Background: an optimization exercise with open tools, aiming at small area and a short achievable clock period. Do not read the settings as production practice.
Where RTL was checked, it was by simulation tests only, not by an equivalence proof against the original.
No activity file was given, so power comes from the tool's default toggle rates.

// avalon_uart
module avalon_uart (
    input               clk,
    input               rst,
    input               avn_read,
    input               avn_write,
    input [4:0]         avn_address,
    input [31:0]        avn_writedata,
    output reg [31:0]   avn_readdata,
    output              avn_waitrequest,
    output              int_txwm,
    output              int_rxwm,
    output              uart_txd,
    input               uart_rxd
);
    localparam IDLE  = 2'd0;
    localparam START = 2'd1;
    localparam DATA  = 2'd2;
    localparam STOP  = 2'd3;
    reg [7:0]   txdata_data;
    reg [2:0]   txctrl_txcnt;
    reg         txctrl_nstop;
    reg         txctrl_txen;
    reg [2:0]   rxctrl_rxcnt;
    reg         rxctrl_rxen;
    reg         ie_rxwm;
    reg         ie_txwm;
    reg [15:0]  div_div;
    reg         txdata_full;
    reg         ip_rxwm;
    reg         ip_txwm;
    reg         txdata_valid;
    wire a_txdata = avn_address == 5'h00;
    wire a_rxdata = avn_address == 5'h04;
    wire a_txctrl = avn_address == 5'h08;
    wire a_rxctrl = avn_address == 5'h0C;
    wire a_ie     = avn_address == 5'h10;
    wire a_ip     = avn_address == 5'h14;
    wire a_div    = avn_address == 5'h18;
    wire txdata_write = avn_write & a_txdata;
    wire rxdata_read  = avn_read  & a_rxdata;
    always @(posedge clk) begin
        if (rst) begin
            txdata_data  <= 8'b0;
            txctrl_txcnt <= 3'b0;
            txctrl_nstop <= 1'b0;
            txctrl_txen  <= 1'b0;
            rxctrl_rxcnt <= 3'b0;
            rxctrl_rxen  <= 1'b0;
            ie_rxwm      <= 1'b0;
            ie_txwm      <= 1'b0;
            div_div      <= 16'b0;
        end
        else begin
            if (txdata_write) txdata_data <= avn_writedata[7:0];
            if (avn_write & a_txctrl) begin
                txctrl_txcnt <= avn_writedata[18:16];
                txctrl_nstop <= avn_writedata[1];
                txctrl_txen  <= avn_writedata[0];
            end
            if (avn_write & a_rxctrl) begin
                rxctrl_rxcnt <= avn_writedata[18:16];
                rxctrl_rxen  <= avn_writedata[0];
            end
            if (avn_write & a_ie) begin
                ie_rxwm <= avn_writedata[1];
                ie_txwm <= avn_writedata[0];
            end
  ...
export LEC_CHECK = 0
export CAP_MARGIN = 20
export CORE_MARGIN = 2
export CORE_UTILIZATION = 65
export PLACE_DENSITY = 0.75
export SETUP_SLACK_MARGIN = 1.7
export SLEW_MARGIN = 20
create_clock -name core_clock -period 3.5 [get_ports {clk}]
standard.sh (not shown) runs the stock make flow with config.mk's settings and CLKGATE_MAP_FILE= SYNTH_SCRIPT=/design/flow/synth_recipe.tcl, a recipe that flattens the netlist after the stock synthesis.
==> flow/flow/run.sh <==
#!/bin/bash
set -euo pipefail
bash standard.sh "BUFFER_PORTS_ARGS=-buffer_cell sky130_fd_sc_hd__buf_2" \
  "CTS_ARGS=-sink_clustering_enable -repair_clock_nets -sink_clustering_size 16 -sink_clustering_max_diameter 60 -buf_list sky130_fd_sc_hd__clkbuf_8 -dont_use_dummy_load" \
  finish > flow_make.log 2>&1
The starting point produced a clean layout.
Next try:
--- a/flow/design.v
+++ b/flow/design.v
@@ -6,24 +6,24 @@
     input [4:0]         avn_address,
     input [31:0]        avn_writedata,
     output reg [31:0]   avn_readdata,
     output              avn_waitrequest,
     output              int_txwm,
     output              int_rxwm,
     output              uart_txd,
     input               uart_rxd
 );
     localparam IDLE  = 2'd0;
     localparam START = 2'd1;
-    localparam DATA  = 2'd2;
-    localparam STOP  = 2'd3;
+    localparam DATA  = 2'd3;
+    localparam STOP  = 2'd2;
     reg [7:0]   txdata_data;
     reg [2:0]   txctrl_txcnt;
     reg         txctrl_nstop;
     reg         txctrl_txen;
     reg [2:0]   rxctrl_rxcnt;
     reg         rxctrl_rxen;
     reg         ie_rxwm;
     reg         ie_txwm;
     reg [15:0]  div_div;
     reg         txdata_full;
     reg         ip_rxwm;
@@ -220,27 +220,28 @@
     reg         rx_bclear;
     reg [15:0]  rx_bcnt;
     reg         rx_tick;
     reg         rx_bfire;      
     reg         rx_blz;        
     reg         rx_slz;        
     reg [11:0]  rx_scnt;
     reg         rx_sext;
     reg         rx_scfire;     
     reg         rx_sample;
     reg [2:0]   rx_ccnt;
+    reg [2:0]   rx_smp;
     wire rxd_s     = rxd_sync[1];
     wire rx_idle   = rx_state == IDLE;
     wire rx_cfire  = rx_ccnt == 3'd0;
     wire rx_cmpl   = rx_cfire & rx_tick;
-    wire rx_sfire  = rx_cfire;
+    wire rx_sfire  = rx_smp == 3'd0;
     wire        div_lo_ones = &div_div[3:0];
     wire rx_breload = rx_bfire | rx_bclear;
     wire rx_sreload = rx_scfire | rx_bclear;
     always @(posedge clk) begin
         if (rst) rxd_sync <= 2'b11;
         else rxd_sync <= {rxd_sync[0], uart_rxd};
     end
     always @(posedge clk) begin
         if (rst) rx_state <= IDLE;
         else begin
             case (rx_state)
@@ -271,21 +272,24 @@
             rx_sext <= 1'b0;
             rx_slz  <= rx_sext ? rx_slz : (rx_scnt[5:0] == 6'd1);
         end
         rx_scfire <= rx_sreload ? (((div_div[15:4] == 12'd0) & ~(&div_div[3:0])) | div_ones)
                                 : ((rx_scnt[11:6] == 6'd0) & (rx_sext ? rx_slz : (rx_scnt[5:0] == 6'd1)));
         rx_sample <= rx_scfire;
     end
     always @(posedge clk) begin
         rx_bclear <= rx_idle | ((rx_state == START) & rx_sfire);
         rx_valid  <= (rx_state == STOP) & rx_cmpl;
         case (rx_state)
-        IDLE:  rx_ccnt <= 3'd7;
-        START: if (rx_sfire) rx_ccnt <= 3'd7;
-               else if (rx_sample) rx_ccnt <= rx_ccnt - 1'b1;
+        IDLE:  rx_smp <= 3'd7;
+        START: if (rx_sample) rx_smp <= rx_smp - 1'b1;
+        default: ;
+        endcase
+        case (rx_state)
+        START: rx_ccnt <= 3'd7;
         DATA:  if (rx_cmpl) rx_ccnt <= {2'b0, txctrl_nstop};
                else if (rx_tick) rx_ccnt <= rx_ccnt - 1'b1;
         default: if (rx_tick) rx_ccnt <= rx_ccnt - 1'b1;
         endcase
         if ((rx_state == DATA) & rx_tick) rx_data <= {rxd_s, rx_data[7:1]};
     end
 endmodule
Clock skew came out higher by 7.4 ps.
Routed wire length goes up by about 1.6%.
Sequential share of layout area rises by 1.0 points.
Non-clock buffer count grows by 8.
Via count goes down by 1.4%.
Cell count fell by about 0.9%.
Power climbs by 4.6%.
Fmax rises by about 2.3%.
Critical path depth came out lower by 2.


before:
The RTL this note starts from:
==> flow/design.v <==
module avalon_uart (
    input               clk,
    input               rst,
    input               avn_read,
    input               avn_write,
    input [4:0]         avn_address,
    input [31:0]        avn_writedata,
    output reg [31:0]   avn_readdata,
    output              avn_waitrequest,
    output              int_txwm,
    output              int_rxwm,
    output              uart_txd,
    input               uart_rxd
);
    localparam IDLE  = 2'd0;
    localparam START = 2'd1;
    localparam DATA  = 2'd2;
    localparam STOP  = 2'd3;
    reg [7:0]   txdata_data;
    reg [2:0]   txctrl_txcnt;
    reg         txctrl_nstop;
    reg         txctrl_txen;
    reg [2:0]   rxctrl_rxcnt;
    reg         rxctrl_rxen;
    reg         ie_rxwm;
    reg         ie_txwm;
    reg [15:0]  div_div;
    reg         txdata_full;
    reg         ip_rxwm;
    reg         ip_txwm;
    reg         txdata_valid;
    wire a_txdata = avn_address == 5'h00;
    wire a_rxdata = avn_address == 5'h04;
    wire a_txctrl = avn_address == 5'h08;
    wire a_rxctrl = avn_address == 5'h0C;
    wire a_ie     = avn_address == 5'h10;
    wire a_ip     = avn_address == 5'h14;
    wire a_div    = avn_address == 5'h18;
    wire txdata_write = avn_write & a_txdata;
    wire rxdata_read  = avn_read  & a_rxdata;
    always @(posedge clk) begin
        if (rst) begin
            txdata_data  <= 8'b0;
            txctrl_txcnt <= 3'b0;
            txctrl_nstop <= 1'b0;
            txctrl_txen  <= 1'b0;
            rxctrl_rxcnt <= 3'b0;
            rxctrl_rxen  <= 1'b0;
            ie_rxwm      <= 1'b0;
            ie_txwm      <= 1'b0;
            div_div      <= 16'b0;
        end
        else begin
            if (txdata_write) txdata_data <= avn_writedata[7:0];
            if (avn_write & a_txctrl) begin
                txctrl_txcnt <= avn_writedata[18:16];
                txctrl_nstop <= avn_writedata[1];
                txctrl_txen  <= avn_writedata[0];
            end
            if (avn_write & a_rxctrl) begin
                rxctrl_rxcnt <= avn_writedata[18:16];
                rxctrl_rxen  <= avn_writedata[0];
            end
            if (avn_write & a_ie) begin
                ie_rxwm <= avn_writedata[1];
                ie_txwm <= avn_writedata[0];
            end
            if (avn_write & a_div) div_div <= avn_writedata[15:0];
        end
    end
    always @(posedge clk) txdata_valid <= txdata_write;
    reg [7:0]   txmem [0:7];
    reg [2:0]   tx_wp;
    reg [2:0]   tx_rp;
    reg [3:0]   tx_cnt;
    reg [7:0]   rxmem [0:7];
    reg [2:0]   rx_wp;
    reg [2:0]   rx_rp;
    reg [3:0]   rx_cnt;
    reg         tx_empty;      
    reg         rx_empty;      
    wire        tx_full  = tx_cnt[3];
    reg  [7:0]  tx_head;
    wire        rx_full  = rx_cnt[3];
    reg  [7:0]  rx_head;
    wire [7:0]  tx_rsel = 8'd1 << tx_rp;
    wire [7:0]  rx_rsel = 8'd1 << rx_rp;
    integer     k;
    always @* begin
        tx_head = 8'd0;
        rx_head = 8'd0;
        for (k = 0; k < 8; k = k + 1) begin
            tx_head = tx_head | (txmem[k] & {8{tx_rsel[k]}});
            rx_head = rx_head | (rxmem[k] & {8{rx_rsel[k]}});
        end
    end
    wire        tx_ready;
    reg         rx_valid;
    reg [7:0]   rx_data;
    wire        tx_push = txdata_valid & ~tx_full;
    wire        tx_pop  = ~tx_empty & tx_ready;
    wire        rx_push = rx_valid & ~rx_full;
    wire        rx_pop  = rxdata_read & ~rx_empty;
    wire [3:0]  tx_cnt_pop   = tx_push ? tx_cnt : tx_cnt - 1'b1;
    wire [3:0]  tx_cnt_nopop = tx_push ? tx_cnt + 1'b1 : tx_cnt;
    wire [3:0]  rx_cnt_pop   = rx_push ? rx_cnt : rx_cnt - 1'b1;
    wire [3:0]  rx_cnt_nopop = rx_push ? rx_cnt + 1'b1 : rx_cnt;
    always @(posedge clk) begin
        if (rst) begin
            tx_wp  <= 3'b0;
            tx_rp  <= 3'b0;
            tx_cnt <= 4'b0;
            tx_empty <= 1'b1;
            rx_empty <= 1'b1;
            rx_wp  <= 3'b0;
            rx_rp  <= 3'b0;
            rx_cnt <= 4'b0;
        end
        else begin
            if (tx_push) tx_wp <= tx_wp + 1'b1;
            if (tx_pop)  tx_rp <= tx_rp + 1'b1;
            tx_cnt <= tx_pop ? tx_cnt_pop : tx_cnt_nopop;
            tx_empty <= ~tx_push & (tx_pop ? (tx_cnt == 4'd1) : tx_empty);
            if (rx_push) rx_wp <= rx_wp + 1'b1;
            if (rx_pop)  rx_rp <= rx_rp + 1'b1;
            rx_cnt <= rx_pop ? rx_cnt_pop : rx_cnt_nopop;
            rx_empty <= ~rx_push & (rx_pop ? (rx_cnt == 4'd1) : rx_empty);
        end
    end
    always @(posedge clk) begin
        if (tx_push) txmem[tx_wp] <= txdata_data;
        if (rx_push) rxmem[rx_wp] <= rx_data;
    end
    always @(posedge clk) begin
        txdata_full <= tx_full;
        ip_txwm <= (tx_cnt < {1'b0, txctrl_txcnt}) & ie_txwm;
        ip_rxwm <= (rx_cnt > {1'b0, rxctrl_rxcnt}) & ie_rxwm;
    end
    wire a_other = ~(a_rxdata | a_txctrl | a_rxctrl | a_ie | a_ip | a_div);
    always @(posedge clk) begin
        avn_readdata[31]    <= (a_rxdata & rx_empty) | (a_other & txdata_full);
        avn_readdata[30:19] <= 12'b0;
        avn_readdata[18:16] <= ({3{a_txctrl}} & txctrl_txcnt) | ({3{a_rxctrl}} & rxctrl_rxcnt);
        avn_readdata[15:8]  <= {8{a_div}} & div_div[15:8];
        avn_readdata[7:2]   <= ({6{a_other}} & txdata_data[7:2]) | ({6{a_rxdata}} & rx_head[7:2])
                             | ({6{a_div}} & div_div[7:2]);
        avn_readdata[1]     <= (a_other & txdata_data[1]) | (a_rxdata & rx_head[1]) | (a_div & div_div[1])
                             | (a_txctrl & txctrl_nstop) | (a_ie & ie_rxwm) | (a_ip & ip_rxwm);
        avn_readdata[0]     <= (a_other & txdata_data[0]) | (a_rxdata & rx_head[0]) | (a_div & div_div[0])
                             | (a_txctrl & txctrl_txen) | (a_rxctrl & rxctrl_rxen) | (a_ie & ie_txwm)
                             | (a_ip & ip_txwm);
    end
    assign avn_waitrequest = 1'b0;
    assign int_txwm = ip_txwm;
    assign int_rxwm = ip_rxwm;
    reg [1:0]   tx_state;
    reg         tx_prev_idle;      
    reg [15:0]  tx_bcnt;
    reg         tx_tick;
    reg         tx_bfire;
    reg [2:0]   tx_ccnt;
    reg [7:0]   tx_buf;
    reg         txd;
    wire tx_idle   = tx_state == IDLE;
    assign tx_ready = tx_prev_idle & tx_idle;
    wire tx_req    = tx_ready & ~tx_empty & txctrl_txen;
    wire tx_cfire  = tx_ccnt == 3'd0;
    wire tx_cmpl   = tx_cfire & tx_tick;
    wire div_ones  = &div_div;
    wire tx_reload = tx_bfire | tx_prev_idle;
    always @(posedge clk) begin
        if (rst) tx_state <= IDLE;
        else begin
            case (tx_state)
            IDLE:  if (tx_req)  tx_state <= START;
            START: if (tx_tick) tx_state <= DATA;
            DATA:  if (tx_cmpl) tx_state <= STOP;
            STOP:  if (tx_cmpl) tx_state <= IDLE;
            endcase
        end
    end
    always @(posedge clk) begin
        if (tx_reload) tx_bcnt <= div_div;
        else tx_bcnt <= tx_bcnt - 1'b1;
        tx_bfire <= tx_reload ? div_ones : (tx_bcnt == 16'd0);
        tx_tick <= tx_bfire;
    end
    always @(posedge clk) begin
        tx_prev_idle <= tx_idle;
        if (tx_idle) tx_buf <= tx_head;
        case (tx_state)
        START: tx_ccnt <= 3'd7;
        DATA:  if (tx_cmpl) tx_ccnt <= {2'b0, txctrl_nstop};
               else if (tx_tick) tx_ccnt <= tx_ccnt - 1'b1;
        default: if (tx_tick) tx_ccnt <= tx_ccnt - 1'b1;
        endcase
        case (tx_state)
        START:   txd <= 1'b0;
        DATA:    txd <= tx_buf[~tx_ccnt];
        default: txd <= 1'b1;
        endcase
    end
    assign uart_txd = txd;
    reg [1:0]   rxd_sync;
    reg [1:0]   rx_state;
    reg         rx_bclear;
    reg [15:0]  rx_bcnt;
    reg         rx_tick;
    reg         rx_bfire;      
    reg [11:0]  rx_scnt;
    reg         rx_sext;
    reg         rx_scfire;     
    reg         rx_sample;
    reg [2:0]   rx_ccnt;
    reg [2:0]   rx_smp;
    wire rxd_s     = rxd_sync[1];
    wire rx_idle   = rx_state == IDLE;
    wire rx_cfire  = rx_ccnt == 3'd0;
    wire rx_cmpl   = rx_cfire & rx_tick;
    wire rx_sfire  = rx_smp == 3'd0;
    wire        div_lo_ones = &div_div[3:0];
    wire rx_breload = rx_bfire | rx_bclear;
    wire rx_sreload = rx_scfire | rx_bclear;
    always @(posedge clk) begin
        if (rst) rxd_sync <= 2'b11;
        else rxd_sync <= {rxd_sync[0], uart_rxd};
    end
    always @(posedge clk) begin
        if (rst) rx_state <= IDLE;
        else begin
            case (rx_state)
            IDLE:  if (!rxd_s & rxctrl_rxen) rx_state <= START;
            START: if (rx_sfire) rx_state <= DATA;
            DATA:  if (rx_cmpl) rx_state <= STOP;
            STOP:  if (rx_cmpl) rx_state <= IDLE;
            endcase
        end
    end
    always @(posedge clk) begin
        if (rx_breload) rx_bcnt <= div_div;
        else rx_bcnt <= rx_bcnt - 1'b1;
        rx_bfire <= rx_breload ? div_ones : (rx_bcnt == 16'd0);
        rx_tick <= rx_bfire;
        if (rx_sreload) begin
            rx_scnt <= div_div[15:4] & {12{~div_ones}};
            rx_sext <= div_lo_ones & ~div_ones;
        end
        else begin
            rx_scnt <= rx_scnt - {11'd0, ~rx_sext};
            rx_sext <= 1'b0;
        end
        rx_scfire <= rx_sreload ? (((div_div[15:4] == 12'd0) & ~(&div_div[3:0])) | div_ones)
                                : (rx_sext ? (rx_scnt == 12'd0) : (rx_scnt == 12'd1));
        rx_sample <= rx_scfire;
    end
    always @(posedge clk) begin
        rx_bclear <= rx_idle | ((rx_state == START) & rx_sfire);
        rx_valid  <= (rx_state == STOP) & rx_cmpl;
        case (rx_state)
        IDLE:  rx_smp <= 3'd7;
        START: if (rx_sample) rx_smp <= rx_smp - 1'b1;
        default: ;
        endcase
        case (rx_state)
        START: rx_ccnt <= 3'd7;
        DATA:  if (rx_cmpl) rx_ccnt <= {2'b0, txctrl_nstop};
               else if (rx_tick) rx_ccnt <= rx_ccnt - 1'b1;
        default: if (rx_tick) rx_ccnt <= rx_ccnt - 1'b1;
        endcase
        if ((rx_state == DATA) & rx_tick) rx_data <= {rxd_s, rx_data[7:1]};
    end
endmodule
==> flow/config.mk <==
export PLATFORM = sky130hd
export DESIGN_NAME = avalon_uart
export DESIGN_NICKNAME = avalon_uart
export VERILOG_FILES = /design/flow/design.v
export SDC_FILE = /design/flow/constraint.sdc
export NUM_CORES = 4
export LEC_CHECK = 0
export CAP_MARGIN = 20
export CORE_MARGIN = 2
export CORE_UTILIZATION = 65
export PLACE_DENSITY = 0.75
export SETUP_SLACK_MARGIN = 1.5
export SLEW_MARGIN = 20
==> flow/constraint.sdc <==
create_clock -name core_clock -period 3.5 [get_ports {clk}]
set_input_delay 0.7000 -clock core_clock [delete_from_list [all_inputs] [get_ports {clk}]]
set_output_delay 0.7000 -clock core_clock [all_outputs]
set_load 0.01 [all_outputs]
Scripts as last shown in full above: flow/flow/run.sh
Inputs modified between before and after:
--- a/flow/design.v
+++ b/flow/design.v
@@ -208,7 +208,6 @@
     reg         rx_tick;
     reg         rx_bfire;      
     reg [11:0]  rx_scnt;
-    reg         rx_sext;
     reg         rx_scfire;     
     reg         rx_sample;
     reg [2:0]   rx_ccnt;
@@ -218,7 +217,7 @@
     wire rx_cfire  = rx_ccnt == 3'd0;
     wire rx_cmpl   = rx_cfire & rx_tick;
     wire rx_sfire  = rx_smp == 3'd0;
-    wire        div_lo_ones = &div_div[3:0];
+    wire [11:0] div_hi_p1 = div_div[15:4] + (&div_div[3:0]);
     wire rx_breload = rx_bfire | rx_bclear;
     wire rx_sreload = rx_scfire | rx_bclear;
     always @(posedge clk) begin
@@ -241,16 +240,10 @@
         else rx_bcnt <= rx_bcnt - 1'b1;
         rx_bfire <= rx_breload ? div_ones : (rx_bcnt == 16'd0);
         rx_tick <= rx_bfire;
-        if (rx_sreload) begin
-            rx_scnt <= div_div[15:4] & {12{~div_ones}};
-            rx_sext <= div_lo_ones & ~div_ones;
-        end
-        else begin
-            rx_scnt <= rx_scnt - {11'd0, ~rx_sext};
-            rx_sext <= 1'b0;
-        end
+        if (rx_sreload) rx_scnt <= div_hi_p1;
+        else rx_scnt <= rx_scnt - 1'b1;
         rx_scfire <= rx_sreload ? (((div_div[15:4] == 12'd0) & ~(&div_div[3:0])) | div_ones)
-                                : (rx_sext ? (rx_scnt == 12'd0) : (rx_scnt == 12'd1));
+                                : (rx_scnt == 12'd1);
         rx_sample <= rx_scfire;
     end
     always @(posedge clk) begin
==> comparison <==
- Going from before to after, utilization went down, post-synthesis instance area went up by about 1.2%, worst-case clock skew ~0 delta, pin count of the biggest net entering global routing rose about 40%.
- Delta (after minus before): later-pin clock latency in the skew report was more or less identical, adder-cell area share of the yosys netlist stayed essentially flat, share of the clock period used by the worst path after layout saw a decrease.
- Comparing before and after, the higher final instance area is on after.
- before fits on a die that is smaller than the die of after.
- Delta(final cell count without fillers, after - before) > 0
No functional check of the RTL was part of after.

-- afterwards: timing with drivers on the ports --
Ports are ideal in the flow. The routed layouts listed here were re-timed in OpenROAD.
Step 1, drivers: a clkbuf_16 drives clk and a buf_2 each remaining input, both assumed.
Step 2 times the ports against the registers' clock, not the clock port: input delays grow and output delays shrink by t, the midpoint of the rising clock arrivals with the driver on.
Slacks: ideal ports / drivers / drivers and shift; pairs: ideal ports / drivers.
run | t, ns | setup WS [ns] | clock arrival spread, ns
the first run of note 1 | 0.573 | 1.703 / 1.703 / 1.202 | 0.033 / 0.034
the second run of note 1 | 0.588 | 1.744 / 1.701 / 1.305 | 0.040 / 0.040
before | 0.571 | 1.522 / 1.522 / 1.065 | 0.037 / 0.037
after | 0.566 | 1.529 / 1.556 / 0.990 | 0.041 / 0.041
After both steps setup and hold are still met in every run listed. The setup slack of after, which loses most, moves by +0.027 ns with the drivers and by -0.539 ns with both steps.
